Source: an optimization exercise on an open RTL-to-GDS flow (aim: small area). Production flows keep margins and buffers that such runs may drop. RTL that was checked went through simulation tests only; none was proved equivalent to the original. No functional check of the RTL was part of runs 2 and 3. Power and IR drop assume default switching activity.

`flow/config.mk`:
```
export PLATFORM = sky130hd
export DESIGN_NAME = queue_non_fsm
export DESIGN_NICKNAME = queue_non_fsm
export VERILOG_FILES = /design/flow/design.v
export SDC_FILE = /design/flow/constraint.sdc
export NUM_CORES = 4
export LEC_CHECK = 0
export CAP_MARGIN = 20
export CORE_MARGIN = 2
export CORE_UTILIZATION = 40
export SLEW_MARGIN = 20
```
`flow/constraint.sdc`:
```
create_clock -name core_clock -period 5.0 [get_ports {clk}]
set_input_delay 1.0000 -clock core_clock [delete_from_list [all_inputs] [get_ports {clk}]]
set_output_delay 1.0000 -clock core_clock [all_outputs]
set_load 0.01 [all_outputs]
```
`flow/design.v`:
```
`timescale 1ns / 1ps
module queue_non_fsm(
    clk,
    reset,
    data_in,
    write_to_stack,
    read_from_stack,
    stack_full,
    stack_empty,
    data_out
    );
    input  [7:0] data_in;
    input        clk,
                 reset,
                 write_to_stack,
                 read_from_stack;
    output       stack_full,
                 stack_empty;
    output [7:0] data_out;
    reg    [7:0] data_out;
    reg [7:0] mem [0:31];
    reg [5:0] c;
    assign stack_empty = c[5];
    assign stack_full  = ~c[5] & (&c[4:0]);
    wire wr = write_to_stack & ~stack_full;
    wire rd = read_from_stack & ~stack_empty & ~wr;
    integer i;
    always @(posedge clk) begin
        if (wr) begin
            mem[0] <= data_in;
            for (i = 1; i < 32; i = i + 1) mem[i] <= mem[i-1];
        end
    end
    always @(posedge clk or posedge reset) begin
        if (reset) begin
            c        <= 6'b111111;
            data_out <= 8'b0;
        end else begin
            if (wr)      c <= c + 6'd1;
            else if (rd) c <= c - 6'd1;
            if (rd) data_out <= mem[c[4:0]];
        end
    end
endmodule
```
`flow/run.sh`:
```
#!/bin/bash
# synth_recipe.tcl (not shown) runs the flow's synth.tcl, then flattens the netlist and writes it again
# the make line also repeats each setting of config.mk as NAME=value (left out here)
make -C /OpenROAD-flow-scripts/flow DESIGN_CONFIG=/design/flow/config.mk WORK_HOME=/design/flow/orfs CLKGATE_MAP_FILE= SYNTH_SCRIPT=/design/flow/synth_recipe.tcl finish
```
==> impl_metrics.env, run 1 <==
export IMPL_fin_worst_skew_ns=0.0127
export IMPL_setup_violations_final=0
export IMPL_timing_worst_setup_path_type="reg2out"
export IMPL_ir_worst_vdd_uv=400
export IMPL_post_synth_num_cell_types=75
export IMPL_p_sw_w=0.00237
export IMPL_grt_setup_unrepaired="false"
export IMPL_cpMaxStageDelayCell="dfstp_2"
export IMPL_num_nets_final=722
export IMPL_power_sequential_fraction_pct=46.1
export IMPL_timing_final_max_slew_violations=0
export IMPL_initial_core_utilization_pct=40.5
export IMPL_layout_cell_area_non_filler_um2=12200
export IMPL_drtAntennaViolNets=0
export IMPL_max_cap_violations=0
export IMPL_min_path_type="reg2reg"
export IMPL_post_cts_setup_buffer_count=0
export IMPL_worst_setup_hold_path_clk_slew_ns=0.07
export IMPL_synth_area_per_cell_um2=16.0
export IMPL_gp_congestion=0.912
export IMPL_critPathCaptureType="output pin"
export IMPL_grt_start_max_net_pins=75
export IMPL_cts_buffers=27
export IMPL_postPlaceCellArea_um2=11400
export IMPL_grt_first_pass_wirelength_um=43200
export IMPL_vias_after_detailed_routing=6706
export IMPL_hold_viol_final=0
export IMPL_first_global_vias=6621
export IMPL_cp_slowest_stage_delay_ns=1.15
export IMPL_syn_to_final_growth_pct=12.8
export IMPL_clock_path_buffers=3
export IMPL_clock_tree_htree_level_count=1
export IMPL_ioPinCount=22
export IMPL_worst_skew_pair_late_latency_ns=0.54
export IMPL_die_w_um=168
export IMPL_worst_path_max_fanout=38
export IMPL_cts_root_buffer_cell="clkbuf_16"
export IMPL_portBuffers=21
export IMPL_cts_resized=0
export IMPL_synth_cells=678
export IMPL_fin_worst_hold_slack_ns=0.442
export IMPL_tritoncts="done"
export IMPL_setup_slack_ns=1.27
export IMPL_asyncSetResetFlopFracSynth_pct=5.19
export IMPL_cellInternalPower_w=0.00461
export IMPL_synthesis_stage_register_bit_count=270
export IMPL_drt_pass1_iter_count=6
export IMPL_synth_seq_area_share_pct=74.4
export IMPL_drive_above_1_share_pct=10.8
export IMPL_remaining_max_slew_budget_at_the_tightest_pin_pct=29.0
export IMPL_detail_route_wirelength_um=29300
export IMPL_outcome="timing/DRC/antenna clean"
export IMPL_wl_per_cell_um=27.5
export IMPL_grt_antenna_before_repair=0
export IMPL_critPathLaunchType="register"
export IMPL_overflow=0
export IMPL_power_switching_fraction_pct=34.0
export IMPL_min_period_over_period_pct=74.6
export IMPL_number_of_synthesized_flops_with_an_enable_pin=256
export IMPL_floorplan_die_area_um2=28400
export IMPL_grt_most_used_layer="met2"
export IMPL_grt_total_usage_pct=20.4
export IMPL_clock_power_share_pct=28.3
export IMPL_power_density_cell_area_nw_per_um2=572
export IMPL_postSynthNetCount=695
export IMPL_ctsHoldBuffers=0
export IMPL_vias_per_inst=6.29
export IMPL_syn_area_um2=10800
export IMPL_crit_required_ns=4.00
export IMPL_gr_usage_met2_pct=33.2
export IMPL_sinks_on_clock_net=270
export IMPL_critPathArrivalTime_ns=2.73
export IMPL_drtIter0Drc=1022
export IMPL_synth_top_flop_cell="edfxtp_1"
export IMPL_p_leak_nw=4.11
export IMPL_core_area_um2=26700
export IMPL_detailed_place_hpwl_um=19000
export IMPL_combinationalPowerShare_pct=25.7
export IMPL_number_of_placement_rows=60
export IMPL_die_height_um=168
export IMPL_grtUsageMet1_pct=27.8
export IMPL_synth_warning_count=2
export IMPL_critical_path_cell_chain="and2_0 -> nand2_4 -> nor2_1 -> clkdlybuf4s50_1"
export IMPL_antenna_cells=0
export IMPL_worst_slew_pin_transition_ns=1.06
export IMPL_global_route_usage_met3_pct=3.65
export IMPL_max_freq_mhz=268
export IMPL_drc=0
export IMPL_clock_period_minus_final_worst_setup_slack_ns=3.73
export IMPL_summed_negative_setup_slack_over_all_endpoints_ns=0
export IMPL_dp_worst_slack_ns=1.38
export IMPL_r2r_slack_ns=1.57
## layout make-up
cell class | instances | area [µm²]
Sequential cell | 270 | 8050
Timing Repair Buffer | 34 | 308
Fill cell | 2334 | 14500
Inverter | 8 | 33.8
Clock buffer | 31 | 691
Tap cell | 341 | 427
Clock inverter | 18 | 156
Multi-Input combinational cell | 364 | 2540
## power by group through the flow
stage	clock network (W)	logic [W]	registers, W
after floorplan	0	0.00130	0.00302
after global placement	0	0.00173	0.00324
after detailed placement	0	0.00175	0.00325
after CTS	0.00198	0.00176	0.00321
after global routing	0.00207	0.00188	0.00325
final	0.00197	0.00179	0.00322
## final timing paths
check,cells after the start,from,endpoint
max,4,c[1],stack_full
min in group asynchronous,2,reset,data_out[1]
min,0,mem[27][5],mem[28][5]
max reg2reg,6,c[1],data_out[5]
min reg2reg,0,mem[27][5],mem[28][5]
max in group asynchronous,2,reset,data_out[2]
## sequential cells by signal, indices dropped and copies added, names as in the netlist
signal / cells
data_out: 8
mem: 256
c: 6
## critical path, delay by kind of cell, from the launching register on
kind,cells,cell delay (ns)
DFF,1,1.15
buffers and inverters,1,0.54
and+or+nand+nor,3,0.49
## cells in the mapped netlist (3+ instances only)
library cell	instances	area, µm²
edfxtp_1	256	7690
nor2_1	42	158
a22oi_1	36	270
nand2_1	26	97.6
a21oi_1	24	120
nand3_1	21	105
buf_2	19	95.1
a32oi_1	16	140
mux2i_1	15	150
nor3_1	13	65.1
a22o_1	12	105
nand4_1	12	75.1
and3_1	11	68.8
nor2b_1	10	62.6
o21ai_0	10	50.1
dfrtp_1	8	200
mux2_2	8	90.1
a31oi_1	7	43.8
inv_1	7	26.3
a221oi_1	6	52.6
buf_4	6	45.0
buf_6	6	67.6
dfstp_2	6	158
a32o_1	5	50.1
and2_1	4	25.0
clkbuf_1	4	15.0
ha_1	4	50.1
nand2b_1	4	25.0
nor4_1	4	25.0
o31ai_1	4	30.0
and3b_1	3	26.3
nor3b_1	3	22.5
o21ai_1	3	15.0
o2bb2ai_1	3	26.3
o32ai_1	3	26.3
xnor2_1	3	26.3
## per-stage QoR
stage / util (%) / total power (W) / instances
after floorplan: - / 0.00432 / 678
after global placement: 42.5 / 0.00497 / 1017
after detailed placement: 42.5 / 0.00500 / 1017
after CTS: 45.7 / 0.00695 / 1066
after global routing: 45.7 / 0.00720 / 1066
final: 45.7 / 0.00698 / 1066
## logic make-up (layout without fill, tap and decap cells)
kind of cell	after synthesis	after routing	synth area share (%)
buf+inv	44	91	2.37
fa+ha+maj	5	5	0.648
simple gates	173	173	8.55
mux	26	26	2.57
compound gates	156	156	11.2
xor+xnor	4	4	0.324
flops	270	270	74.4
## metal layers
layer,vias to the layer above,wire (µm)
met3,71,2920
met1,3373,11500
li1,2807,-
met2,455,13900
met5,-,0
met4,0,1010
## placed cells by master, fill, tap and decap left out, types with 12 or more instances in the layout
cell type and count:
a21oi_1 24, a22o_1 12, a22oi_1 36, a32oi_1 16
buf_4 13, clkbuf_16 27, clkdlybuf4s50_1 21, edfxtp_1 256
mux2i_1 15, nand2_1 25, nand3_1 21, nand4_1 12
nor2_1 42, nor3_1 13
==> inputs of run 2 (changes only) <==
--- a/flow/design.v
+++ b/flow/design.v
@@ -24,6 +24,32 @@
     assign stack_full  = ~c[5] & (&c[4:0]);
     wire wr = write_to_stack & ~stack_full;
     wire rd = read_from_stack & ~stack_empty & ~wr;
+    wire [32:0] sel;
+    genvar g;
+    generate for (g = 0; g < 32; g = g + 1) begin : dec
+        assign sel[g] = rd & (c[4:0] == g);
+    end endgenerate
+    assign sel[32] = ~rd;
+    wire [7:0] rd_next;
+    generate for (g = 0; g < 8; g = g + 1) begin : rbit
+        wire [32:0] d;
+        genvar k;
+        for (k = 0; k < 32; k = k + 1) begin : dk
+            assign d[k] = mem[k][g];
+        end
+        assign d[32] = data_out[g];
+        wire [10:0] y;
+        for (k = 0; k < 11; k = k + 1) begin : t
+            aoi222 u (.a1(sel[3*k]),   .a2(d[3*k]),
+                      .b1(sel[3*k+1]), .b2(d[3*k+1]),
+                      .c1(sel[3*k+2]), .c2(d[3*k+2]), .y(y[k]));
+        end
+        wire p0, p1, p2;
+        nand4 n0 (.a(y[0]), .b(y[1]), .c(y[2]),  .d(y[3]), .y(p0));
+        nand4 n1 (.a(y[4]), .b(y[5]), .c(y[6]),  .d(y[7]), .y(p1));
+        nand3 n2 (.a(y[8]), .b(y[9]), .c(y[10]),            .y(p2));
+        assign rd_next[g] = p0 | p1 | p2;
+    end endgenerate
     integer i;
     always @(posedge clk) begin
         if (wr) begin
@@ -38,7 +64,16 @@
         end else begin
             if (wr)      c <= c + 6'd1;
             else if (rd) c <= c - 6'd1;
-            if (rd) data_out <= mem[c[4:0]];
+            data_out <= rd_next;
         end
     end
 endmodule
+module aoi222(input a1, a2, b1, b2, c1, c2, output y);
+    assign y = ~((a1 & a2) | (b1 & b2) | (c1 & c2));
+endmodule
+module nand4(input a, b, c, d, output y);
+    assign y = ~(a & b & c & d);
+endmodule
+module nand3(input a, b, c, output y);
+    assign y = ~(a & b & c);
+endmodule
--- a/flow/config.mk
+++ b/flow/config.mk
@@ -9,3 +9,5 @@
 export CORE_MARGIN = 2
 export CORE_UTILIZATION = 40
 export SLEW_MARGIN = 20
+export SYNTH_HIERARCHICAL = 1
+export SYNTH_MINIMUM_KEEP_SIZE = 0
==> impl_metrics.env, run 2 <==
export IMPL_detailroute_wirelength_met3_um=2080
export IMPL_wl_per_cell_um=24.3
export IMPL_power_density_cell_area_nw_per_um2=498
export IMPL_drive_above_1_share_pct=9.91
export IMPL_critPathLaunchType="input port"
export IMPL_sinks_on_clock_net=270
export IMPL_setup_violations_final=0
export IMPL_synthesis_stage_register_bit_count=270
export IMPL_post_synth_num_cell_types=33
export IMPL_layout_cells_most_common_list="edfxtp_1 (256), a222oi_1 (88), nor2_1 (32), clkbuf_16 (27), clkdlybuf4s50_1 (21)"
export IMPL_max_freq_mhz=310
export IMPL_drtAntennaViolNets=0
export IMPL_min_path_type="reg2reg"
export IMPL_drt_pass1_iter_count=10
export IMPL_worst_path_max_fanout=8
export IMPL_syn_to_final_growth_pct=15.9
export IMPL_synth_top_flop_cell="edfxtp_1"
export IMPL_layout_top_registers="mem (256), data_out (8), c (6)"
export IMPL_clock_path_buffers=3
export IMPL_ir_worst_vdd_uv=209
export IMPL_ioPinCount=22
export IMPL_max_cap_violations=0
export IMPL_detail_route_wirelength_um=21200
export IMPL_tritoncts="done"
export IMPL_routed_wl_met2_um=9990
export IMPL_grt_antenna_before_repair=1
export IMPL_synth_area_per_cell_um2=20.0
export IMPL_clock_period_minus_final_worst_setup_slack_ns=3.22
export IMPL_outcome="timing/DRC/antenna clean"
export IMPL_number_of_synthesized_flops_with_an_enable_pin=256
export IMPL_gp_congestion=0.818
export IMPL_synth_warning_count=8
export IMPL_wl_met1_um=8380
export IMPL_die_w_um=159
export IMPL_dp_worst_slack_ns=1.29
export IMPL_grt_start_max_net_pins=200
export IMPL_antenna_cells=0
export IMPL_detailed_place_hpwl_um=13500
export IMPL_vias_after_detailed_routing=5351
export IMPL_power_total_w=0.00557
export IMPL_critPathCaptureType="register"
export IMPL_worst_slew_pin_transition_ns=1.07
export IMPL_reg_with_most_ffs="mem"
export IMPL_portBuffers=21
export IMPL_floorplan_die_area_um2=25400
export IMPL_cts_resized=0
export IMPL_synth_cells=483
export IMPL_initial_core_utilization_pct=41.0
export IMPL_die_height_um=159
export IMPL_fin_worst_skew_ns=0.0133
export IMPL_worst_skew_pair_late_latency_ns=0.53
export IMPL_asyncSetResetFlopFracSynth_pct=5.19
export IMPL_grt_first_pass_wirelength_um=32200
export IMPL_yosysTopAreaCellShare_pct=79.7
export IMPL_worst_setup_hold_path_clk_slew_ns=0.06
export IMPL_clock_tree_htree_level_count=1
export IMPL_top_layer_used="met5"
export IMPL_cts_buffers=27
export IMPL_cts_root_buffer_cell="clkbuf_16"
export IMPL_yosys_top_cells_area="edfxtp_1 (80%), a222oi_1 (9.1%), dfrtp_1 (2.1%)"
export IMPL_postPlaceCellArea_um2=10300
export IMPL_final_core_utilization_pct=47.5
export IMPL_post_cts_setup_buffer_count=0
export IMPL_vias_per_inst=6.12
export IMPL_syn_area_um2=9650
export IMPL_grt_total_usage_pct=16.3
export IMPL_setup_slack_ns=1.78
export IMPL_timing_worst_setup_path_type="in2reg"
export IMPL_drtIter0Drc=1106
export IMPL_netlist_top_cell_by_area="edfxtp_1"
export IMPL_hold_viol_final=0
export IMPL_p_leak_nw=3.67
export IMPL_timing_final_max_slew_violations=0
export IMPL_remaining_max_slew_budget_at_the_tightest_pin_pct=28.6
export IMPL_drc=0
export IMPL_first_global_vias=5262
export IMPL_critPathArrivalTime_ns=3.70
export IMPL_core_area_um2=23500
export IMPL_count_leader_synth="edfxtp_1"
export IMPL_final_common_cell="edfxtp_1"
export IMPL_layout_cell_area_non_filler_um2=11200
export IMPL_num_nets_final=552
export IMPL_synth_seq_area_share_pct=83.4
export IMPL_number_of_placement_rows=56
export IMPL_fin_worst_hold_slack_ns=0.447
export IMPL_yosys_top_cells_count="edfxtp_1 (256), a222oi_1 (88), nor2_1 (32)"
export IMPL_crit_required_ns=5.47
export IMPL_postSynthNetCount=501
export IMPL_ctsHoldBuffers=0
export IMPL_min_period_over_period_pct=64.5
export IMPL_largest_reg_flops=256
export IMPL_grt_setup_unrepaired="false"
export IMPL_overflow=0
-- run 2: changes by cell type in the layout (fill, tap and decap cells not counted), sizes merged, moves of 12 or more --
cell,previous run,this run
a222oi,2,88
a22oi,36,0
a21oi,24,2
a32oi,16,0
mux2i,15,0
nand2,26,12
and3,13,0
a22o,12,0
nor2,44,32
nor3,14,2
-- run 2: layout make-up --
type	count	area [µm²]
sequential	270	8050
clock buffer	34	702
tap	319	399
multi-input combinational	206	1580
timing repair buffer	23	238
fill	1990	12400
inverter	6	26.3
clock inverter	16	194
-- run 2: final timing paths --
path | from | cells past startpoint | slack [ns] | end
min in group asynchronous | reset | 2 | 0.85 | data_out[0]
hold reg to reg | mem[4][1] | 0 | 0.45 | mem[5][1]
max in group asynchronous | reset | 2 | 3.74 | data_out[1]
hold / removal | mem[4][1] | 0 | 0.45 | mem[5][1]
setup / recovery | read_from_stack | 8 | 1.78 | data_out[0]
setup reg to reg | c[0] | 6 | 1.98 | data_out[7]
-- run 2: metrics by stage --
| stage | TNS [ns] | instances |
|---|---|---|
| 3_5_place_dp | 0 | 824 |
| 3_3_place_gp | 0 | 824 |
| 4_1_cts | 0 | 874 |
| 6_report | 0 | 874 |
| 2_1_floorplan | -153.83 | 483 |
| 5_1_grt | 0 | 874 |
-- run 2: where the power goes --
part / total [W] / internal, W / switching (W)
Sequential: 0.00295 / 0.00276 / 0.000186
Clock: 0.00203 / 0.00121 / 0.000825
Combinational: 0.000590 / 0.000226 / 0.000364
-- run 2: Yosys stat by module, one instance, submodules excluded --
module,cells inside,flops+latches
queue_non_fsm,371,270
nand4,1,0
nand3,1,0
aoi222,1,0
-- run 2: cells by family after synthesis --
group / synth area share, %
XOR/XNOR: 0.272
AO/OA/AOI/OAI: 10.2
buffers and inverters: 0.272
AND/OR/NAND/NOR: 4.97
flip-flops: 83.4
adder cells (fa/ha/maj): 0.856
-- run 2: routing by layer --
metal | vias up | global-route usage, %
met2 | 306 | 26.1
li1 | 2276 | -
met1 | 2711 | 21.8
met5 | - | 0
met3 | 56 | 3.65
met4 | 2 | 6.45
-- run 2: critical path: stages --
cell and delay (ns):
clkdlybuf4s50_1 0.52, nand2b_1 0.20, nor3b_1 0.40, nand2_1 0.21, nor2_1 0.74, a222oi_1 0.23
nand4_1 0.23, or3_1 0.15
==> inputs of run 3 (changes only) <==
--- a/flow/config.mk
+++ b/flow/config.mk
@@ -7,7 +7,8 @@
 export LEC_CHECK = 0
 export CAP_MARGIN = 20
 export CORE_MARGIN = 2
-export CORE_UTILIZATION = 40
+export CORE_UTILIZATION = 65
+export CTS_BUF_LIST = sky130_fd_sc_hd__clkbuf_4
 export SLEW_MARGIN = 20
 export SYNTH_HIERARCHICAL = 1
 export SYNTH_MINIMUM_KEEP_SIZE = 0
==> impl_metrics.env, run 3 <==
export IMPL_postSynthNetCount=501
export IMPL_yosys_top_cells_area="edfxtp_1 (80%), a222oi_1 (9.1%), dfrtp_1 (2.1%)"
export IMPL_detailroute_wirelength_met3_um=2400
export IMPL_gp_congestion=0.817
export IMPL_post_synth_num_cell_types=33
export IMPL_max_cap_violations=0
export IMPL_tritoncts="done"
export IMPL_synth_warning_count=8
export IMPL_asyncSetResetFlopFracSynth_pct=5.19
export IMPL_critPathCaptureType="register"
export IMPL_first_global_vias=5502
export IMPL_core_area_um2=14500
export IMPL_reg_with_most_ffs="mem"
export IMPL_min_path_type="reg2reg"
export IMPL_overflow=0
export IMPL_synthesis_stage_register_bit_count=270
export IMPL_setup_violations_final=0
export IMPL_power_density_cell_area_nw_per_um2=484
export IMPL_remaining_max_slew_budget_at_the_tightest_pin_pct=36.7
export IMPL_timing_final_max_slew_violations=0
export IMPL_count_leader_synth="edfxtp_1"
export IMPL_hold_viol_final=0
export IMPL_cts_resized=0
export IMPL_postPlaceCellArea_um2=10100
export IMPL_p_leak_nw=3.74
export IMPL_drive_above_1_share_pct=18.9
export IMPL_yosys_top_cells_count="edfxtp_1 (256), a222oi_1 (88), nor2_1 (32)"
export IMPL_outcome="timing/DRC/antenna clean"
export IMPL_reg2reg_from="c[0]"
export IMPL_min_period_over_period_pct=65.2
export IMPL_portBuffers=21
export IMPL_drc=0
export IMPL_sinks_on_clock_net=270
export IMPL_timing_reg2reg_worst_path_depth=6
export IMPL_sequential_cell_area_um2=8050
export IMPL_crit_required_ns=5.60
export IMPL_wl_met1_um=8410
export IMPL_fin_worst_skew_ns=0.0460
export IMPL_clock_path_buffers=3
export IMPL_critPathLaunchType="input port"
export IMPL_drtIter0Drc=1158
export IMPL_final_common_cell="edfxtp_1"
export IMPL_synth_top_flop_cell="edfxtp_1"
export IMPL_initial_core_utilization_pct=66.4
export IMPL_drtAntennaViolNets=0
export IMPL_post_cts_setup_buffer_count=0
export IMPL_floorplan_die_area_um2=15800
export IMPL_max_freq_mhz=307
export IMPL_timing_worst_setup_path_type="in2reg"
export IMPL_routed_wl_met2_um=10000
export IMPL_worst_skew_pair_late_latency_ns=0.66
export IMPL_detailed_place_hpwl_um=12800
export IMPL_layout_cells_most_common_list="edfxtp_1 (256), clkbuf_4 (96), a222oi_1 (88), nor2_1 (32), clkdlybuf4s50_1 (21)"
export IMPL_vias_per_inst=7.01
export IMPL_worst_path_max_fanout=8
export IMPL_syn_area_um2=9650
export IMPL_power_switching_fraction_pct=26.2
export IMPL_p_sw_w=0.00139
export IMPL_hold_path_cell_count=0
export IMPL_die_w_um=126
export IMPL_hold_start="mem[27][0]"
export IMPL_grt_total_usage_pct=27.9
export IMPL_vias_after_detailed_routing=5636
export IMPL_grt_first_pass_wirelength_um=32900
export IMPL_combinationalPowerShare_pct=10.7
export IMPL_clock_period_minus_final_worst_setup_slack_ns=3.26
export IMPL_netlist_top_cell_by_area="edfxtp_1"
export IMPL_detail_route_wirelength_um=21400
export IMPL_synth_cells=483
export IMPL_cts_root_buffer_cell="clkbuf_4"
export IMPL_yosysTopAreaCellShare_pct=79.7
export IMPL_synth_seq_area_share_pct=83.4
export IMPL_clock_tree_htree_level_count=3
export IMPL_number_of_placement_rows=44
export IMPL_r2r_slack_ns=2.06
export IMPL_top_layer_used="met4"
export IMPL_cp_slowest_stage_delay_ns=0.76
export IMPL_worst_slew_pin_transition_ns=0.946
export IMPL_ioPinCount=22
export IMPL_num_nets_final=593
export IMPL_whs_endpoint="mem[28][0]"
export IMPL_wl_per_cell_um=26.6
export IMPL_ctsHoldBuffers=0
export IMPL_drt_pass1_iter_count=9
export IMPL_ir_worst_vdd_uv=313
export IMPL_clock_power_share_pct=33.7
export IMPL_power_sequential_fraction_pct=55.6
export IMPL_cpMaxStageDelayCell="nor2_1"
export IMPL_fin_worst_hold_slack_ns=0.421
export IMPL_critical_path_cell_chain="clkdlybuf4s50_1 -> nand2b_1 -> nor3b_1 -> nand2_1 -> nor2_1 -> a222oi_1 -> nand4_1 -> or3_1"
export IMPL_cts_buffers=67
export IMPL_multiInputGateArea_um2=1580
export IMPL_critPathArrivalTime_ns=3.86
export IMPL_cellInternalPower_w=0.00392
export IMPL_capture_point_of_the_worst_reg_to_reg_path="data_out[6]"
export IMPL_largest_reg_flops=256
export IMPL_syn_to_final_growth_pct=13.6
export IMPL_grt_setup_unrepaired="false"
export IMPL_synth_area_per_cell_um2=20.0
export IMPL_layout_cell_area_non_filler_um2=11000
export IMPL_grt_start_max_net_pins=220
export IMPL_fillerInstances=882
export IMPL_die_height_um=126
export IMPL_layout_top_registers="mem (256), data_out (8), c (6)"
export IMPL_grt_antenna_before_repair=1
export IMPL_number_of_synthesized_flops_with_an_enable_pin=256
export IMPL_worst_setup_hold_path_clk_slew_ns=0.07
[run 3: cell counts after synthesis]
Identical to the previous run, type by type.
[run 3: cells by family after synthesis]
kind of cell	after synthesis	synth area share (%)
compound gates	102	10.2
xor+xnor	3	0.272
fa+ha+maj	6	0.856
buf+inv	7	0.272
flops	270	83.4
simple gates	95	4.97
[run 3: final cells by class]
type	instances	share of cell area (%)
multi-input combinational	206	14.4
antenna	2	0.0456
clock buffer	96	6.57
sequential	270	73.4
timing repair buffer	24	2.42
inverter	6	0.240
clock inverter	16	0.822
tap	184	2.10
[run 3: modules after synthesis, one instance, submodules excluded]
module | flops+latches | copies in the design | area (µm²)
queue_non_fsm | 270 | 1 | 8630
aoi222 | 0 | 88 | 10.0
nand4 | 0 | 16 | 6.26
nand3 | 0 | 8 | 5.00
[run 3: per-layer routing]
| layer | GRT usage (%) | up-vias |
|---|---|---|
| met5 | 0 | - |
| met4 | 10.1 | 0 |
| met3 | 6.80 | 55 |
| met2 | 41.2 | 408 |
| met1 | 41.7 | 2778 |
| li1 | - | 2395 |
[run 3: power by group through the flow]
stage	Clock [W]	Sequential, W	Combinational, W
finish	0.00179	0.00295	0.000569
global route	0.00196	0.00298	0.000623
CTS	0.00183	0.00295	0.000564
detailed placement	0	0.00299	0.000562
global placement	0	0.00298	0.000549
floorplan	0	0.00294	0.000330
[run 3: per-stage QoR]
step / std cells / TNS, ns / utilization [%] / setup WS [ns] / total power [W]
3_5_place_dp: 689 / 0 / 69.6 / 1.27 / 0.00356
6_report: 804 / 0 / 75.4 / 1.74 / 0.00531
5_1_grt: 803 / 0 / 75.4 / 1.65 / 0.00555
2_1_floorplan: 483 / -153.83 / - / -1.57 / 0.00327
3_3_place_gp: 689 / 0 / 69.6 / 1.26 / 0.00353
4_1_cts: 801 / 0 / 75.2 / 1.78 / 0.00534
[run 3: worst max path at each step]
stage	cells past startpoint	slack, ns	startpoint	endpoint
after floorplan	8	-1.57	c[0]	c[4]
after global placement	8	1.26	read_from_stack	data_out[7]
after detailed placement	8	1.27	read_from_stack	data_out[7]
after CTS	3	1.78	c[0]	stack_full
after global routing	3	1.65	c[0]	stack_full
final	8	1.74	read_from_stack	data_out[7]
[run 3: critical path, delay by kind of cell]
family / cells / cell delay (ns)
and+or+nand+nor: 6 / 2.06
buffers and inverters: 1 / 0.52
AOI/OAI and AO/OA: 1 / 0.26
==> inputs of run 4 (changes only) <==
--- a/flow/design.v
+++ b/flow/design.v
@@ -19,7 +19,8 @@
     output [7:0] data_out;
     reg    [7:0] data_out;
     reg [7:0] mem [0:31];
-    reg [5:0] c;
+    reg  [5:0] cn;
+    wire [5:0] c = ~cn;
     assign stack_empty = c[5];
     assign stack_full  = ~c[5] & (&c[4:0]);
     wire wr = write_to_stack & ~stack_full;
@@ -59,11 +60,11 @@
     end
     always @(posedge clk or posedge reset) begin
         if (reset) begin
-            c        <= 6'b111111;
+            cn       <= 6'b000000;
             data_out <= 8'b0;
         end else begin
-            if (wr)      c <= c + 6'd1;
-            else if (rd) c <= c - 6'd1;
+            if (wr)      cn <= cn - 6'd1;
+            else if (rd) cn <= cn + 6'd1;
             data_out <= rd_next;
         end
     end
--- a/flow/config.mk
+++ b/flow/config.mk
@@ -7,8 +7,10 @@
 export LEC_CHECK = 0
 export CAP_MARGIN = 20
 export CORE_MARGIN = 2
-export CORE_UTILIZATION = 65
-export CTS_BUF_LIST = sky130_fd_sc_hd__clkbuf_4
+export CORE_UTILIZATION = 60
+export CTS_BUF_LIST = sky130_fd_sc_hd__clkbuf_8
+export CTS_CLUSTER_DIAMETER = 50
+export CTS_CLUSTER_SIZE = 20
 export SLEW_MARGIN = 20
 export SYNTH_HIERARCHICAL = 1
 export SYNTH_MINIMUM_KEEP_SIZE = 0
==> impl_metrics.env, run 4 <==
export IMPL_power_switching_fraction_pct=27.3
export IMPL_multiInputGateArea_um2=1580
export IMPL_clock_path_buffers=3
export IMPL_remaining_max_slew_budget_at_the_tightest_pin_pct=37.4
export IMPL_asyncSetResetFlopFracSynth_pct=5.19
export IMPL_clock_power_share_pct=26.2
export IMPL_yosys_top_cells_count="edfxtp_1 (256), a222oi_1 (88), nor2_1 (33)"
export IMPL_die_height_um=131
export IMPL_initial_core_utilization_pct=61.1
export IMPL_layout_top_registers="mem (256), data_out (8), cn (6)"
export IMPL_gp_congestion=0.844
export IMPL_detail_route_wirelength_um=19000
export IMPL_number_of_synthesized_flops_with_an_enable_pin=256
export IMPL_hold_start="mem[28][7]"
export IMPL_gr_usage_met2_pct=34.5
export IMPL_hold_viol_final=0
export IMPL_min_period_over_period_pct=61.9
export IMPL_sequential_cell_area_um2=8040
export IMPL_hold_path_cell_count=0
export IMPL_num_nets_final=545
export IMPL_grtUsageMet1_pct=33.4
export IMPL_power_density_cell_area_nw_per_um2=469
export IMPL_first_global_vias=4892
export IMPL_drive_above_1_share_pct=9.54
export IMPL_timing_final_max_slew_violations=0
export IMPL_antenna_cells=0
export IMPL_vias_per_inst=6.81
export IMPL_max_cap_violations=0
export IMPL_tritoncts="done"
export IMPL_cpMaxStageDelayCell="clkdlybuf4s50_1"
export IMPL_critPathArrivalTime_ns=2.09
export IMPL_layout_cells_most_common_list="edfxtp_1 (256), a222oi_1 (88), nor2_1 (33), clkbuf_8 (23), clkdlybuf4s50_1 (21)"
export IMPL_ctsHoldBuffers=0
export IMPL_capture_point_of_the_worst_reg_to_reg_path="cn[5]"
export IMPL_postSynthNetCount=497
export IMPL_grt_antenna_before_repair=2
export IMPL_detailed_place_hpwl_um=12200
export IMPL_die_w_um=131
export IMPL_core_area_um2=15800
export IMPL_sinks_on_clock_net=270
export IMPL_critical_path_cell_chain="nor3_2 -> and3_1 -> clkdlybuf4s50_1"
export IMPL_worst_path_max_fanout=8
export IMPL_outcome="timing/DRC/antenna clean"
export IMPL_number_of_placement_rows=46
export IMPL_reg2reg_from="cn[3]"
export IMPL_critPathLaunchType="register"
export IMPL_placed_cells_incl_taps=718
export IMPL_cts_buffers=23
export IMPL_floorplan_die_area_um2=17100
export IMPL_p_leak_nw=3.53
export IMPL_setup_slack_ns=1.91
export IMPL_crit_required_ns=4.00
export IMPL_final_cell_count_no_fill=761
export IMPL_synth_top_flop_cell="edfxtp_1"
export IMPL_wl_per_cell_um=25.0
export IMPL_cts_resized=0
export IMPL_synth_warning_count=8
export IMPL_cp_buffers_inverters=1
export IMPL_ioPinCount=22
export IMPL_worst_setup_hold_path_clk_slew_ns=0.12
export IMPL_combinationalPowerShare_pct=12.6
export IMPL_yosysTopAreaCellShare_pct=79.8
export IMPL_drc=0
export IMPL_fillerInstances=1102
export IMPL_grt_setup_unrepaired="false"
export IMPL_whs_endpoint="mem[29][7]"
export IMPL_final_common_cell="edfxtp_1"
export IMPL_clock_period_minus_final_worst_setup_slack_ns=3.09
export IMPL_ir_worst_vdd_uv=293
export IMPL_max_freq_mhz=323
export IMPL_syn_area_um2=9640
export IMPL_power_total_w=0.00500
export IMPL_clock_tree_htree_level_count=1
export IMPL_post_synth_num_cell_types=35
export IMPL_p_sw_w=0.00137
export IMPL_fin_worst_skew_ns=0.0305
export IMPL_drtAntennaViolNets=0
export IMPL_synth_cells=480
export IMPL_grt_most_used_layer="met2"
export IMPL_timing_worst_setup_path_type="reg2out"
export IMPL_critPathCaptureType="output pin"
export IMPL_global_route_usage_met3_pct=5.09
export IMPL_cp_slowest_stage_delay_ns=0.53
export IMPL_vias_after_detailed_routing=5185
export IMPL_r2r_slack_ns=2.37
export IMPL_synth_area_per_cell_um2=20.1
export IMPL_synth_seq_area_share_pct=83.4
export IMPL_crit_path_leading_delay_family="buffers and inverters"
export IMPL_min_path_type="reg2reg"
export IMPL_fin_worst_hold_slack_ns=0.435
export IMPL_drtIter0Drc=825
export IMPL_post_cts_setup_buffer_count=0
export IMPL_grt_total_usage_pct=22.3
export IMPL_setup_violations_final=0
export IMPL_count_leader_synth="edfxtp_1"
export IMPL_power_sequential_fraction_pct=61.2
export IMPL_timing_reg2reg_worst_path_depth=7
export IMPL_synthesis_stage_register_bit_count=270
export IMPL_grt_start_max_net_pins=231
export IMPL_summed_negative_setup_slack_over_all_endpoints_ns=0
export IMPL_syn_to_final_growth_pct=10.7
export IMPL_drt_pass1_iter_count=9
export IMPL_largest_reg_flops=256
export IMPL_reg_with_most_ffs="mem"
export IMPL_yosys_top_cells_area="edfxtp_1 (80%), a222oi_1 (9.1%), dfrtp_1 (3.6%)"
export IMPL_netlist_top_cell_by_area="edfxtp_1"
export IMPL_portBuffers=21
export IMPL_worst_skew_pair_late_latency_ns=0.56
export IMPL_worst_slew_pin_transition_ns=0.935
export IMPL_cellInternalPower_w=0.00363
export IMPL_grt_first_pass_wirelength_um=28300
export IMPL_dp_worst_slack_ns=1.47
export IMPL_cts_root_buffer_cell="clkbuf_8"
export IMPL_overflow=0
run 4: how the worst max path moves through the flow:
stage / startpoint / to / cells past startpoint
final: cn[3] / stack_full / 3
after global routing: read_from_stack / data_out[2] / 8
after CTS: cn[3] / stack_full / 3
after detailed placement: write_to_stack / cn[5] / 8
after global placement: read_from_stack / data_out[2] / 8
after floorplan: write_to_stack / cn[5] / 7
run 4: power by group through the flow:
stage	Combinational [W]	Clock (W)	Sequential (W)
after CTS	0.000619	0.00134	0.00306
after global routing	0.000685	0.00142	0.00309
after global placement	0.000606	0	0.00310
final	0.000629	0.00131	0.00306
after detailed placement	0.000617	0	0.00311
after floorplan	0.000382	0	0.00304
run 4: cells by family (layout without fill, tap and decap cells):
family	count (synthesis)	in the layout	synth area share (%)
adder cells (fa/ha/maj)	5	5	0.727
XOR/XNOR	3	3	0.273
flip-flops	270	270	83.4
buffers and inverters	6	71	0.234
multiplexers	2	2	0.221
AO/OA/AOI/OAI	99	99	10.1
AND/OR/NAND/NOR	95	95	5.04
run 4: routing by layer:
metal,vias up,share of wire [%],wire length [µm]
li1,2249,-,-
met1,2652,43,8140
met4,2,1.1,210
met3,20,8.6,1640
met5,-,0.042,8
met2,262,47,9010
run 4: metrics by stage:
stage,util (%),instance area (µm²)
2_1_floorplan,-,9640
3_3_place_gp,64.3,10100
3_5_place_dp,64.3,10100
4_1_cts,67.5,10600
5_1_grt,67.7,10700
6_report,67.7,10700
run 4: Yosys stat by module, one instance, submodules excluded:
module / flops+latches / cells inside
aoi222: 0 / 1
nand3: 0 / 1
nand4: 0 / 1
queue_non_fsm: 270 / 368
run 4: cell type report:
class                           instances  area share, %
Clock buffer                           23           2.97
Inverter                                6          0.281
Multi-Input combinational cell        204           14.8
Clock inverter                         19           1.70
Sequential cell                       270           75.3
Timing Repair Buffer                   23           2.42
Tap cell                              216           2.53
==> inputs of run 5 (changes only) <==
==> flow/flow/run.sh (new file) <==
#!/bin/bash
# The standard ORFS layout (standard.sh, unchanged synthesis), with three
# changes to what it builds around the design:
#  - port buffers are the smallest buffer, buf_1;
#  - clock tree synthesis uses small clock buffers and inserts no dummy
#    loads (the tree is still built by CTS; no register gets a skew of
#    its own);
# Each tool's full output is in the ORFS logs under orfs/logs, and make's
# own output in flow_make.log.
set -euo pipefail
export BUFFER_PORTS_ARGS="-buffer_cell sky130_fd_sc_hd__buf_1"
export CTS_ARGS="-sink_clustering_enable -repair_clock_nets -dont_use_dummy_load -buf_list sky130_fd_sc_hd__clkbuf_8 -sink_clustering_size 20 -sink_clustering_max_diameter 50"
bash standard.sh > flow_make.log 2>&1
==> flow/standard.sh (new file) <==
#!/bin/bash
# synth_recipe.tcl (not shown) runs the flow's synth.tcl, then flattens the netlist and writes it again
# the make line also repeats each setting of config.mk as NAME=value (left out here)
make -C /OpenROAD-flow-scripts/flow DESIGN_CONFIG=/design/flow/config.mk WORK_HOME=/design/flow/orfs CLKGATE_MAP_FILE= SYNTH_SCRIPT=/design/flow/synth_recipe.tcl "${@:-finish}"
--- a/flow/config.mk
+++ b/flow/config.mk
@@ -7,10 +7,7 @@
 export LEC_CHECK = 0
 export CAP_MARGIN = 20
 export CORE_MARGIN = 2
-export CORE_UTILIZATION = 60
-export CTS_BUF_LIST = sky130_fd_sc_hd__clkbuf_8
-export CTS_CLUSTER_DIAMETER = 50
-export CTS_CLUSTER_SIZE = 20
+export CORE_UTILIZATION = 40
 export SLEW_MARGIN = 20
 export SYNTH_HIERARCHICAL = 1
 export SYNTH_MINIMUM_KEEP_SIZE = 0
removed: flow/run.sh
==> impl_metrics.env, run 5 <==
export IMPL_outcome="timing/DRC/antenna clean"
export IMPL_r2r_slack_ns=2.22
export IMPL_fin_worst_hold_slack_ns=0.394
export IMPL_final_core_utilization_pct=44.3
export IMPL_core_area_um2=23500
export IMPL_synthesis_stage_register_bit_count=270
export IMPL_portBuffers=21
export IMPL_die_w_um=159
export IMPL_yosys_top_cells_count="edfxtp_1 (256), a222oi_1 (88), nor2_1 (33)"
export IMPL_ctsHoldBuffers=0
export IMPL_initial_core_utilization_pct=40.9
export IMPL_syn_to_final_growth_pct=8.34
export IMPL_drtIter0Drc=1128
export IMPL_synth_top_flop_cell="edfxtp_1"
export IMPL_fillerInstances=2063
export IMPL_sinks_on_clock_net=270
export IMPL_timing_reg2reg_worst_path_depth=4
export IMPL_clock_path_buffers=3
export IMPL_reg_with_most_ffs="mem"
export IMPL_ir_worst_vdd_uv=241
export IMPL_count_leader_synth="edfxtp_1"
export IMPL_clock_tree_htree_level_count=1
export IMPL_tritoncts="done"
export IMPL_detail_route_wirelength_um=18600
export IMPL_grt_setup_unrepaired="false"
export IMPL_number_of_synthesized_flops_with_an_enable_pin=256
export IMPL_hold_path_cell_count=0
export IMPL_wl_per_cell_um=22.1
export IMPL_critPathArrivalTime_ns=3.02
export IMPL_power_total_w=0.00465
export IMPL_ioPinCount=22
export IMPL_yosysTopAreaCellShare_pct=79.8
export IMPL_gp_congestion=0.823
export IMPL_overflow=0
export IMPL_first_global_vias=4952
export IMPL_layout_cells_most_common_list="edfxtp_1 (256), a222oi_1 (88), nor2_1 (33), clkbuf_8 (22), buf_1 (21)"
export IMPL_drive_above_1_share_pct=6.29
export IMPL_remaining_max_slew_budget_at_the_tightest_pin_pct=26.2
export IMPL_die_height_um=159
export IMPL_hold_viol_final=0
export IMPL_min_path_type="reg2reg"
export IMPL_crit_required_ns=5.11
export IMPL_post_cts_setup_buffer_count=0
export IMPL_floorplan_die_area_um2=25300
export IMPL_clock_period_minus_final_worst_setup_slack_ns=2.91
export IMPL_capture_point_of_the_worst_reg_to_reg_path="mem[17][0]"
export IMPL_setup_violations_final=0
export IMPL_cts_buffers=22
export IMPL_synth_seq_area_share_pct=83.4
export IMPL_grt_start_max_net_pins=89
export IMPL_cts_root_buffer_cell="clkbuf_8"
export IMPL_max_freq_mhz=344
export IMPL_grt_first_pass_wirelength_um=29100
export IMPL_timing_worst_setup_path_type="in2reg"
export IMPL_vias_after_detailed_routing=5117
export IMPL_worst_skew_pair_late_latency_ns=0.54
export IMPL_postSynthNetCount=497
export IMPL_timing_final_max_slew_violations=0
export IMPL_max_cap_violations=0
export IMPL_number_of_placement_rows=56
export IMPL_sequential_cell_area_um2=8040
export IMPL_p_leak_nw=3.38
export IMPL_whs_endpoint="mem[18][0]"
export IMPL_power_density_cell_area_nw_per_um2=445
export IMPL_drc=0
export IMPL_fin_worst_skew_ns=0.0625
export IMPL_synth_warning_count=8
export IMPL_yosys_top_cells_area="edfxtp_1 (80%), a222oi_1 (9.1%), dfrtp_1 (3.6%)"
export IMPL_summed_negative_setup_slack_over_all_endpoints_ns=0
export IMPL_reg2reg_from="cn[0]"
export IMPL_postPlaceCellArea_um2=10100
export IMPL_netlist_top_cell_by_area="edfxtp_1"
export IMPL_post_synth_num_cell_types=35
export IMPL_drt_pass1_iter_count=8
export IMPL_worst_setup_hold_path_clk_slew_ns=0.11
export IMPL_grt_antenna_before_repair=1
export IMPL_grt_total_usage_pct=14.3
export IMPL_worst_path_max_fanout=88
export IMPL_cts_resized=0
export IMPL_largest_reg_flops=256
export IMPL_critPathLaunchType="input port"
export IMPL_synth_cells=480
export IMPL_final_common_cell="edfxtp_1"
export IMPL_syn_area_um2=9640
export IMPL_detailed_place_hpwl_um=12200
export IMPL_layout_cell_area_non_filler_um2=10400
export IMPL_min_period_over_period_pct=58.2
export IMPL_drtAntennaViolNets=0
export IMPL_num_nets_final=544
export IMPL_antenna_cells=0
export IMPL_multiInputGateArea_um2=1580
export IMPL_synth_area_per_cell_um2=20.1
export IMPL_layout_top_registers="mem (256), data_out (8), cn (6)"
export IMPL_worst_slew_pin_transition_ns=1.11
export IMPL_critPathCaptureType="register"
export IMPL_vias_per_inst=6.06
export IMPL_asyncSetResetFlopFracSynth_pct=5.19
export IMPL_hold_start="mem[17][0]"
==> run 5: cell families after synthesis <==
family,count (synthesis),synth area share (%)
muxes,2,0.221
buffers and inverters,6,0.234
and+or+nand+nor,95,5.04
adders and majority gates,5,0.727
xor gates and xnor gates,3,0.273
DFF,270,83.4
AOI/OAI and AO/OA,99,10.1
==> run 5: per-stage QoR <==
stage,setup WS (ns),instances
after CTS,2.12,844
after detailed placement,1.54,822
after floorplan,0.500,480
after global routing,1.97,844
after global placement,1.62,822
final,2.09,844
==> run 5: worst max path at each step <==
| stage | slack (ns) | startpoint | depth (start not counted) | end |
|---|---|---|---|---|
| 5_1_grt | 1.97 | write_to_stack | 8 | cn[5] |
| 3_5_place_dp | 1.54 | write_to_stack | 8 | cn[5] |
| 4_1_cts | 2.12 | write_to_stack | 8 | cn[5] |
| 2_1_floorplan | 0.50 | write_to_stack | 7 | cn[5] |
| 3_3_place_gp | 1.62 | write_to_stack | 8 | cn[5] |
| 6_report | 2.09 | write_to_stack | 5 | mem[17][0] |
==> run 5: cell type report <==
| class | instances | share of cell area (%) |
|---|---|---|
| Sequential cell | 270 | 77.0 |
| Multi-Input combinational cell | 204 | 15.1 |
| Tap cell | 319 | 3.82 |
| Clock buffer | 22 | 2.90 |
| Timing Repair Buffer | 23 | 0.899 |
| Inverter | 6 | 0.288 |
==> run 5: modules after synthesis, one instance, submodules excluded <==
module,cells inside,times used,flops+latches
nand3,1,8,0
queue_non_fsm,368,1,270
nand4,1,16,0
aoi222,1,88,0
==> run 5: critical path: stages <==
cell and delay [ns]:
buf_1 0.14, inv_1 0.11, a31o_4 0.27, inv_8 0.41, buf_4 0.90
==> run 5: power by group <==
group	switching [W]	internal, W
clock network	0.000638	0.000396
logic	0.000375	0.000199
registers	0.000183	0.00286
==> run 5: per-layer routing <==
| layer | track usage, % | share of wire [%] | vias to the layer above |
|---|---|---|---|
| li1 | - | - | 2224 |
| met3 | 2.53 | 6.3 | 26 |
| met5 | 0 | 0 | - |
| met4 | 3.06 | 1.7 | 0 |
| met2 | 22.7 | 46 | 188 |
| met1 | 21.0 | 46 | 2679 |
==> inputs of run 6 (changes only) <==
==> flow/flow/run.sh (replaced) <==
#!/bin/bash
# The standard ORFS layout (standard.sh, with its synthesis unchanged), with
# two changes to what it builds around the design:
#  - the port buffers are the smallest buffer, buf_1;
#  - clock tree synthesis uses clkbuf_8 only, clusters of up to 20 sinks,
#    and inserts no dummy loads. The tree is still built by CTS; no
#    register is given a skew of its own.
# Each tool's full output is in the ORFS logs under orfs/logs; make's own
# output is in flow_make.log.
set -euo pipefail
export BUFFER_PORTS_ARGS="-buffer_cell sky130_fd_sc_hd__buf_1"
export CTS_ARGS="-sink_clustering_enable -repair_clock_nets -dont_use_dummy_load -buf_list sky130_fd_sc_hd__clkbuf_8 -sink_clustering_size 20 -sink_clustering_max_diameter 50"
bash standard.sh > flow_make.log 2>&1
--- a/flow/config.mk
+++ b/flow/config.mk
@@ -7,7 +7,7 @@
 export LEC_CHECK = 0
 export CAP_MARGIN = 20
 export CORE_MARGIN = 2
-export CORE_UTILIZATION = 40
+export CORE_UTILIZATION = 60
 export SLEW_MARGIN = 20
 export SYNTH_HIERARCHICAL = 1
 export SYNTH_MINIMUM_KEEP_SIZE = 0
==> impl_metrics.env, run 6 <==
export IMPL_outcome="timing/DRC/antenna clean"
export IMPL_critPathCaptureType="register"
export IMPL_synth_warning_count=8
export IMPL_ir_worst_vdd_uv=267
export IMPL_synthesis_stage_register_bit_count=270
export IMPL_fillerInstances=1100
export IMPL_number_of_synthesized_flops_with_an_enable_pin=256
export IMPL_yosysTopAreaCellShare_pct=79.8
export IMPL_largest_reg_flops=256
export IMPL_critPathLaunchType="input port"
export IMPL_sinks_on_clock_net=270
export IMPL_dp_worst_slack_ns=1.75
export IMPL_power_density_cell_area_nw_per_um2=451
export IMPL_num_nets_final=545
export IMPL_setup_slack_ns=2.27
export IMPL_gp_congestion=0.777
export IMPL_floorplan_die_area_um2=17100
export IMPL_detailed_place_hpwl_um=11600
export IMPL_wl_per_cell_um=24.0
export IMPL_die_w_um=131
export IMPL_multiInputGateArea_um2=1580
export IMPL_cts_root_buffer_cell="clkbuf_8"
export IMPL_count_leader_synth="edfxtp_1"
export IMPL_fin_worst_skew_ns=0.0491
export IMPL_netlist_top_cell_by_area="edfxtp_1"
export IMPL_drc=0
export IMPL_max_cap_violations=0
export IMPL_crit_required_ns=5.40
export IMPL_postSynthNetCount=497
export IMPL_vias_after_detailed_routing=4986
export IMPL_yosys_top_cells_area="edfxtp_1 (80%), a222oi_1 (9.1%), dfrtp_1 (3.6%)"
export IMPL_layout_cells_most_common_list="edfxtp_1 (256), a222oi_1 (88), nor2_1 (33), clkbuf_8 (23), buf_1 (21)"
export IMPL_syn_to_final_growth_pct=7.48
export IMPL_sequential_cell_area_um2=8040
export IMPL_critPathArrivalTime_ns=3.13
export IMPL_reg_with_most_ffs="mem"
export IMPL_drt_pass1_iter_count=6
export IMPL_worst_slew_pin_transition_ns=0.840
export IMPL_grt_total_usage_pct=21.4
export IMPL_timing_worst_setup_path_type="in2reg"
export IMPL_post_synth_num_cell_types=35
export IMPL_grt_antenna_before_repair=0
export IMPL_max_freq_mhz=366
export IMPL_timing_final_max_slew_violations=0
export IMPL_drive_above_1_share_pct=6.46
export IMPL_ctsHoldBuffers=0
export IMPL_grt_setup_unrepaired="false"
export IMPL_synth_seq_area_share_pct=83.4
export IMPL_drtIter0Drc=731
export IMPL_drtAntennaViolNets=0
export IMPL_antenna_cells=0
export IMPL_worst_path_max_fanout=54
export IMPL_asyncSetResetFlopFracSynth_pct=5.19
export IMPL_portBuffers=21
export IMPL_worst_setup_hold_path_clk_slew_ns=0.09
export IMPL_detail_route_wirelength_um=17800
export IMPL_overflow=0
export IMPL_number_of_placement_rows=46
export IMPL_ioPinCount=22
export IMPL_first_global_vias=4873
export IMPL_synth_cells=480
export IMPL_min_path_type="reg2reg"
export IMPL_clock_period_minus_final_worst_setup_slack_ns=2.73
export IMPL_layout_top_registers="mem (256), data_out (8), cn (6)"
export IMPL_min_period_over_period_pct=54.7
export IMPL_clock_tree_htree_level_count=1
export IMPL_syn_area_um2=9640
export IMPL_synth_area_per_cell_um2=20.1
export IMPL_grt_start_max_net_pins=209
export IMPL_p_leak_nw=3.40
export IMPL_cts_resized=0
export IMPL_yosys_top_cells_count="edfxtp_1 (256), a222oi_1 (88), nor2_1 (33)"
export IMPL_initial_core_utilization_pct=61.1
export IMPL_post_cts_setup_buffer_count=0
export IMPL_vias_per_inst=6.72
export IMPL_worst_skew_pair_late_latency_ns=0.53
export IMPL_summed_negative_setup_slack_over_all_endpoints_ns=0
export IMPL_remaining_max_slew_budget_at_the_tightest_pin_pct=44.0
export IMPL_final_common_cell="edfxtp_1"
export IMPL_setup_violations_final=0
export IMPL_die_height_um=131
export IMPL_hold_viol_final=0
export IMPL_cts_buffers=23
export IMPL_clock_path_buffers=3
export IMPL_core_area_um2=15800
export IMPL_synth_top_flop_cell="edfxtp_1"
export IMPL_tritoncts="done"
export IMPL_grt_first_pass_wirelength_um=27500
-- run 6: cell types whose count changed in the layout (fill, tap and decap cells not counted), sizes merged --
cell and delta:
clkbuf +1
-- run 6: kinds of logic after synthesis --
group | after synthesis | share of synthesized area, %
flops | 270 | 83.4
compound gates | 99 | 10.1
simple gates | 95 | 5.04
buf+inv | 6 | 0.234
fa+ha+maj | 5 | 0.727
xor+xnor | 3 | 0.273
mux | 2 | 0.221
-- run 6: final cells by class --
type	count	area share, %
tap	216	2.61
multi-input combinational	204	15.2
inverter	6	0.290
sequential	270	77.6
clock buffer	23	3.06
timing repair buffer	23	1.22
-- run 6: worst paths after layout --
kind | slack, ns | end | cells past startpoint | startpoint
min in group asynchronous | 0.52 | data_out[5] | 2 | reset
max in group asynchronous | 4.03 | data_out[4] | 2 | reset
min | 0.43 | mem[31][5] | 0 | mem[30][5]
max reg2reg | 2.33 | cn[5] | 7 | cn[3]
min reg2reg | 0.43 | mem[31][5] | 0 | mem[30][5]
max | 2.27 | cn[5] | 8 | write_to_stack
-- run 6: power breakdown --
part / leakage (nW) / total [W] / internal (W) / switching [W]
clock: 0.165 / 0.00104 / 0.000412 / 0.000630
sequential: 2.67 / 0.00305 / 0.00285 / 0.000195
combinational: 0.558 / 0.000581 / 0.000205 / 0.000376
-- run 6: critical path, stage by stage --
cell	delay [ns]
buf_1	0.14
inv_1	0.11
a31o_4	0.27
inv_8	0.30
ha_1	0.36
and3_4	0.20
a2111o_1	0.44
o311a_1	0.29
-- run 6: per-module statistics from Yosys (local to each module, per instance) --
module,cells inside,cell area (µm²),times used
aoi222,1,10.0,88
nand3,1,5.00,8
nand4,1,6.26,16
queue_non_fsm,368,8620,1
-- run 6: metrics by stage --
stage                     cell area, µm²  hold slack, ns  total power (W)  utilization (%)  std cells
after floorplan                     9640           0.425          0.00343                -        480
after global placement             10000           0.428          0.00363             63.5        718
after detailed placement           10000           0.434          0.00367             63.5        718
after CTS                          10300           0.433          0.00471             65.5        741
after global routing               10400           0.435          0.00489             65.7        742
final                              10400           0.433          0.00467             65.7        742
-- run 6: layer usage --
layer / GRT usage [%] / up-vias / share of wire (%)
met3: 3.50 / 25 / 6.5
li1: - / 2229 / -
met2: 34.7 / 192 / 49
met5: 0 / - / 0
met1: 31.2 / 2540 / 43
met4: 5.07 / 0 / 1.6
==> inputs of run 7 (changes only) <==
--- a/flow/design.v
+++ b/flow/design.v
@@ -52,11 +52,17 @@
         assign rd_next[g] = p0 | p1 | p2;
     end endgenerate
     integer i;
+    wire wrn = ~wr;
+    wire [7:0] mem_d [0:31];
+    generate for (g = 0; g < 32; g = g + 1) begin : word
+        genvar b;
+        for (b = 0; b < 8; b = b + 1) begin : bits
+            ao22 u (.a1(wr),  .a2(g == 0 ? data_in[b] : mem[g == 0 ? 0 : g-1][b]),
+                    .b1(wrn), .b2(mem[g][b]), .y(mem_d[g][b]));
+        end
+    end endgenerate
     always @(posedge clk) begin
-        if (wr) begin
-            mem[0] <= data_in;
-            for (i = 1; i < 32; i = i + 1) mem[i] <= mem[i-1];
-        end
+        for (i = 0; i < 32; i = i + 1) mem[i] <= mem_d[i];
     end
     always @(posedge clk or posedge reset) begin
         if (reset) begin
@@ -72,6 +78,9 @@
 module aoi222(input a1, a2, b1, b2, c1, c2, output y);
     assign y = ~((a1 & a2) | (b1 & b2) | (c1 & c2));
 endmodule
+module ao22(input a1, a2, b1, b2, output y);
+    assign y = (a1 & a2) | (b1 & b2);
+endmodule
 module nand4(input a, b, c, d, output y);
     assign y = ~(a & b & c & d);
 endmodule
==> impl_metrics.env, run 7 <==
export IMPL_cts_root_buffer_cell="clkbuf_8"
export IMPL_first_global_vias=6526
export IMPL_timing_worst_setup_path_type="reg2reg"
export IMPL_postSynthNetCount=755
export IMPL_yosysTopAreaCellShare_pct=54.9
export IMPL_yosys_top_cells_count="a22o_1 (256), dfxtp_1 (256), a222oi_1 (88)"
export IMPL_cp_buffers_inverters=1
export IMPL_final_core_utilization_pct=65.7
export IMPL_grt_first_pass_wirelength_um=35500
export IMPL_grt_start_max_net_pins=113
export IMPL_critPathCaptureType="register"
export IMPL_sinks_on_clock_net=270
export IMPL_sequential_cell_area_um2=5480
export IMPL_gp_congestion=0.859
export IMPL_portBuffers=21
export IMPL_worst_slew_pin_transition_ns=1.07
export IMPL_timing_reg2reg_worst_path_depth=7
export IMPL_clock_tree_htree_level_count=1
export IMPL_number_of_synthesized_flops_with_an_enable_pin=0
export IMPL_critical_path_cell_chain="nor3_2 -> a31o_4 -> clkinvlp_4 -> ha_1 -> and3_1 -> a2111o_1 -> o311a_4"
export IMPL_timing_final_max_slew_violations=0
export IMPL_overflow=0
export IMPL_vias_after_detailed_routing=7252
export IMPL_crit_required_ns=5.40
export IMPL_worst_skew_pair_late_latency_ns=0.55
export IMPL_drc=0
export IMPL_tritoncts="done"
export IMPL_post_cts_setup_buffer_count=0
export IMPL_outcome="timing/DRC/antenna clean"
export IMPL_fin_worst_skew_ns=0.0446
export IMPL_cts_buffers=21
export IMPL_max_freq_mhz=294
export IMPL_antenna_cells=0
export IMPL_layout_cells_most_common_list="a22o_1 (256), dfxtp_1 (256), a222oi_1 (88), nor2_1 (33)"
export IMPL_ir_worst_vdd_uv=352
export IMPL_setup_violations_final=0
export IMPL_post_synth_num_cell_types=33
export IMPL_asyncSetResetFlopFracSynth_pct=5.19
export IMPL_cp_slowest_stage_delay_ns=0.70
export IMPL_remaining_max_slew_budget_at_the_tightest_pin_pct=28.6
export IMPL_yosys_top_cells_area="dfxtp_1 (55%), a22o_1 (24%), a222oi_1 (9.4%)"
export IMPL_synth_seq_area_share_pct=58.7
export IMPL_drive_above_1_share_pct=4.73
export IMPL_fin_worst_hold_slack_ns=0.467
export IMPL_multiInputGateArea_um2=3830
export IMPL_synth_cells=738
export IMPL_summed_negative_setup_slack_over_all_endpoints_ns=0
export IMPL_clock_period_minus_final_worst_setup_slack_ns=3.40
export IMPL_number_of_placement_rows=45
export IMPL_clock_path_buffers=3
export IMPL_p_leak_nw=3.85
export IMPL_initial_core_utilization_pct=61.4
export IMPL_largest_reg_flops=256
export IMPL_crit_path_leading_delay_family="compound AO/OA/AOI/OAI gates"
export IMPL_cts_resized=0
export IMPL_fillerInstances=1178
export IMPL_min_path_type="reg2reg"
export IMPL_wl_per_cell_um=23.5
export IMPL_ctsHoldBuffers=0
export IMPL_grt_setup_unrepaired="false"
export IMPL_core_area_um2=15200
export IMPL_worst_setup_hold_path_clk_slew_ns=0.11
export IMPL_cpMaxStageDelayCell="a31o_4"
export IMPL_synth_top_flop_cell="dfxtp_1"
export IMPL_hold_viol_final=0
export IMPL_cp_num_cells=7
export IMPL_hold_path_cell_count=1
export IMPL_synthesis_stage_register_bit_count=270
export IMPL_worst_path_max_fanout=66
export IMPL_min_period_over_period_pct=68.1
export IMPL_grt_antenna_before_repair=0
export IMPL_drtAntennaViolNets=0
export IMPL_max_cap_violations=0
export IMPL_vias_per_inst=7.47
export IMPL_syn_area_um2=9330
export IMPL_die_height_um=129
export IMPL_detailed_place_hpwl_um=14100
export IMPL_synth_area_per_cell_um2=12.6
export IMPL_layout_top_registers="mem (256), data_out (8), cn (6)"
export IMPL_critPathLaunchType="register"
export IMPL_floorplan_die_area_um2=16600
export IMPL_drt_pass1_iter_count=6
export IMPL_detail_route_wirelength_um=22800
export IMPL_ioPinCount=22
export IMPL_critPathArrivalTime_ns=3.81
export IMPL_die_w_um=129
export IMPL_synth_warning_count=9
export IMPL_power_density_cell_area_nw_per_um2=581
export IMPL_grt_total_usage_pct=26.9
export IMPL_reg_with_most_ffs="mem"
export IMPL_drtIter0Drc=1091
export IMPL_netlist_top_cell_by_area="dfxtp_1"
export IMPL_syn_to_final_growth_pct=7.08
export IMPL_num_nets_final=802
-- run 7: cell families after synthesis --
family / Yosys count / share of synthesized area [%]
buf+inv: 8 / 0.483
mux: 1 / 0.107
simple gates: 96 / 5.20
fa+ha+maj: 5 / 0.751
xor+xnor: 3 / 0.282
flops: 270 / 58.7
compound gates: 355 / 34.5
-- run 7: metal layers --
layer  up-vias  share of wire (%)  track usage [%]
li1       3273                  -                -
met1      3654                 44             39.8
met2       277                 46             40.0
met3        48                6.8             3.99
met4         0                3.4             10.5
met5         -                  0                0
-- run 7: worst paths after layout --
path                             from           to  slack (ns)
hold / removal             mem[10][0]   mem[11][0]        0.47
setup / recovery                cn[3]        cn[5]        1.60
hold reg to reg            mem[10][0]   mem[11][0]        0.47
min in group asynchronous       reset  data_out[3]        0.51
max in group asynchronous       reset  data_out[0]        4.05
setup reg to reg                cn[3]        cn[5]        1.60
-- run 7: layout make-up --
type / count / share of cell area, %
multi-input combinational: 460 / 38.4
sequential: 270 / 54.8
timing repair buffer: 26 / 1.20
tap: 188 / 2.35
clock buffer: 21 / 2.89
inverter: 6 / 0.388
-- run 7: power breakdown --
group	internal (W)	switching, W	total (W)
clock	0.000378	0.000631	0.00101
sequential	0.00291	0.000645	0.00355
combinational	0.000673	0.000568	0.00124
-- run 7: Yosys stat by module, one instance, submodules excluded --
| module | area, µm² | times used |
|---|---|---|
| queue_non_fsm | 6070 | 1 |
| aoi222 | 10.0 | 88 |
| ao22 | 8.76 | 256 |
| nand4 | 6.26 | 16 |
| nand3 | 5.00 | 8 |
-- run 7: through the flow --
| stage | setup slack, ns | instance area [µm²] | std cells | power (W) |
|---|---|---|---|---|
| 6_report | 1.60 | 9990 | 971 | 0.00580 |
| 2_1_floorplan | -1.29 | 9390 | 738 | 0.00438 |
| 3_3_place_gp | 1.33 | 9700 | 950 | 0.00471 |
| 4_1_cts | 1.62 | 9990 | 971 | 0.00581 |
| 5_1_grt | 1.40 | 9990 | 971 | 0.00612 |
| 3_5_place_dp | 1.18 | 9700 | 950 | 0.00481 |
==> inputs of run 8 (changes only) <==
==> flow/run.sh (new file) <==
#!/bin/bash
# synth_recipe.tcl (not shown) runs the flow's synth.tcl, then flattens the netlist and writes it again
# the make line also repeats each setting of config.mk as NAME=value (left out here)
make -C /OpenROAD-flow-scripts/flow DESIGN_CONFIG=/design/flow/config.mk WORK_HOME=/design/flow/orfs CLKGATE_MAP_FILE= SYNTH_SCRIPT=/design/flow/synth_recipe.tcl finish
--- a/flow/config.mk
+++ b/flow/config.mk
@@ -8,6 +8,9 @@
 export CAP_MARGIN = 20
 export CORE_MARGIN = 2
 export CORE_UTILIZATION = 60
+export CTS_BUF_LIST = sky130_fd_sc_hd__clkbuf_8
+export CTS_CLUSTER_DIAMETER = 50
+export CTS_CLUSTER_SIZE = 20
 export SLEW_MARGIN = 20
 export SYNTH_HIERARCHICAL = 1
 export SYNTH_MINIMUM_KEEP_SIZE = 0
removed: flow/flow/run.sh
removed: flow/standard.sh
==> impl_metrics.env, run 8 <==
export IMPL_post_synth_num_cell_types=33
export IMPL_worst_path_max_fanout=46
export IMPL_sequential_cell_area_um2=5480
export IMPL_yosysTopAreaCellShare_pct=54.9
export IMPL_placed_cells_incl_taps=949
export IMPL_sinks_on_clock_net=270
export IMPL_tritoncts="done"
export IMPL_max_freq_mhz=279
export IMPL_min_period_over_period_pct=71.8
export IMPL_yosys_top_cells_count="a22o_1 (256), dfxtp_1 (256), a222oi_1 (88)"
export IMPL_outcome="timing/DRC/antenna clean"
export IMPL_reg_with_most_ffs="mem"
export IMPL_multiInputGateArea_um2=3830
export IMPL_fillerInstances=1163
export IMPL_compound_gate_portion_of_the_synthesized_area_pct=34.5
export IMPL_drt_pass1_iter_count=9
export IMPL_die_height_um=129
export IMPL_critPathCaptureType="register"
export IMPL_syn_area_um2=9330
export IMPL_core_area_um2=15200
export IMPL_synthSimpleGateAreaFrac_pct=5.20
export IMPL_synth_top_flop_cell="dfxtp_1"
export IMPL_number_of_synthesized_flops_with_an_enable_pin=0
export IMPL_remaining_max_slew_budget_at_the_tightest_pin_pct=35.9
export IMPL_cts_buffers=21
export IMPL_grt_first_pass_wirelength_um=36400
export IMPL_layout_cells_most_common_list="a22o_1 (256), dfxtp_1 (256), a222oi_1 (88), nor2_1 (33), clkbuf_8 (24)"
export IMPL_postPlaceCellArea_um2=9830
export IMPL_post_synth_fa_ha_maj_area_fraction_pct=0.751
export IMPL_detail_route_wirelength_um=22700
export IMPL_grt_setup_unrepaired="false"
export IMPL_worst_slew_pin_transition_ns=0.961
export IMPL_gr_usage_met2_pct=42.6
export IMPL_layout_cell_area_non_filler_um2=10400
export IMPL_overflow=0
export IMPL_vias_after_detailed_routing=7233
export IMPL_mux_cell_area_share_after_synthesis_pct=0.107
export IMPL_antenna_cells=0
export IMPL_clock_tree_htree_level_count=1
export IMPL_yosys_top_cells_area="dfxtp_1 (55%), a22o_1 (24%), a222oi_1 (9.4%)"
export IMPL_grt_start_max_net_pins=221
export IMPL_critPathLaunchType="input port"
export IMPL_wl_per_cell_um=23.0
export IMPL_final_cell_count_no_fill=987
export IMPL_number_of_placement_rows=45
export IMPL_p_leak_nw=4.03
export IMPL_synth_warning_count=9
export IMPL_portBuffers=21
export IMPL_ir_worst_vdd_uv=366
export IMPL_synthesis_stage_register_bit_count=270
export IMPL_die_w_um=129
export IMPL_detailed_place_hpwl_um=14200
export IMPL_grt_most_used_layer="met2"
export IMPL_floorplan_die_area_um2=16600
export IMPL_grt_antenna_before_repair=0
export IMPL_global_route_usage_met3_pct=3.62
export IMPL_layout_top_registers="mem (256), data_out (8), cn (6)"
export IMPL_drtIter0Drc=1133
export IMPL_final_core_utilization_pct=68.2
export IMPL_fin_worst_skew_ns=0.0228
export IMPL_synth_area_per_cell_um2=12.6
export IMPL_min_path_type="reg2reg"
export IMPL_syn_to_final_growth_pct=11.1
export IMPL_largest_reg_flops=256
export IMPL_first_global_vias=6731
export IMPL_initial_core_utilization_pct=61.4
export IMPL_clock_path_buffers=3
export IMPL_gp_congestion=0.924
export IMPL_crit_required_ns=5.44
export IMPL_synth_seq_area_share_pct=58.7
export IMPL_ioPinCount=22
## run 8: cell counts after synthesis
No cell type changed its count.
## run 8: cell type report
type	instances	area share (%)
repair buffers	25	2.47
flip-flops and latches	270	52.8
multi-input cells	460	37.0
well taps	188	2.27
clock buffers	24	3.19
clock inverters	14	1.90
inverters	6	0.374
## run 8: worst paths after layout
check / startpoint / end / cells after the start
setup / recovery: write_to_stack / cn[5] / 8
max in group asynchronous: reset / data_out[4] / 2
setup reg to reg: cn[3] / cn[5] / 7
hold reg to reg: mem[31][2] / mem[31][2] / 1
min in group asynchronous: reset / cn[5] / 2
hold / removal: mem[31][2] / mem[31][2] / 1
## run 8: cell families after synthesis
logic type / Yosys count
buffers and inverters: 8
AO/OA/AOI/OAI: 355
AND/OR/NAND/NOR: 96
adder cells (fa/ha/maj): 5
XOR/XNOR: 3
flip-flops: 270
multiplexers: 1
## run 8: power by group
group          leakage [nW]  switching [W]  internal, W  total [W]
Sequential             2.28       0.000646      0.00291    0.00355
Combinational          1.48       0.000558     0.000727    0.00129
Clock                 0.270       0.000754     0.000633    0.00139
## run 8: worst max-delay path, cell delays in order
cell and delay (ns):
clkdlybuf4s50_1 0.58, inv_12 0.12, a31o_4 0.44, clkinvlp_4 0.42, ha_1 0.44, and3_1 0.20, a2111o_1 0.44, o311a_4 0.39
## run 8: stage by stage
step / total power (W) / setup TNS [ns] / worst slack, ns / hold slack (ns)
3_5_place_dp: 0.00486 / 0 / 0.863 / 0.459
6_report: 0.00622 / 0 / 1.41 / 0.487
5_1_grt: 0.00656 / 0 / 1.29 / 0.513
2_1_floorplan: 0.00438 / -20.08 / -1.29 / 0.440
4_1_cts: 0.00623 / 0 / 1.44 / 0.488
3_3_place_gp: 0.00477 / 0 / 0.986 / 0.453
## run 8: per-module statistics from Yosys, one instance, submodules excluded
module	area [µm²]	copies in the design	cells inside
aoi222	10.0	88	1
nand4	6.26	16	1
queue_non_fsm	6070	1	370
nand3	5.00	8	1
ao22	8.76	256	1
## run 8: routing by layer
| metal | up-vias | part of all wire, % |
|---|---|---|
| met4 | 0 | 3.0 |
| met2 | 267 | 46 |
| met1 | 3625 | 45 |
| li1 | 3294 | - |
| met5 | - | 0 |
| met3 | 47 | 6.4 |

Setup slack of run 8, layout unchanged: 1.412 ns with ideal ports, 1.428 ns with driving cells assumed (clock clkbuf_16, inputs buf_2), 0.848 ns with port delays also shifted by the 0.579 ns mid clock arrival.
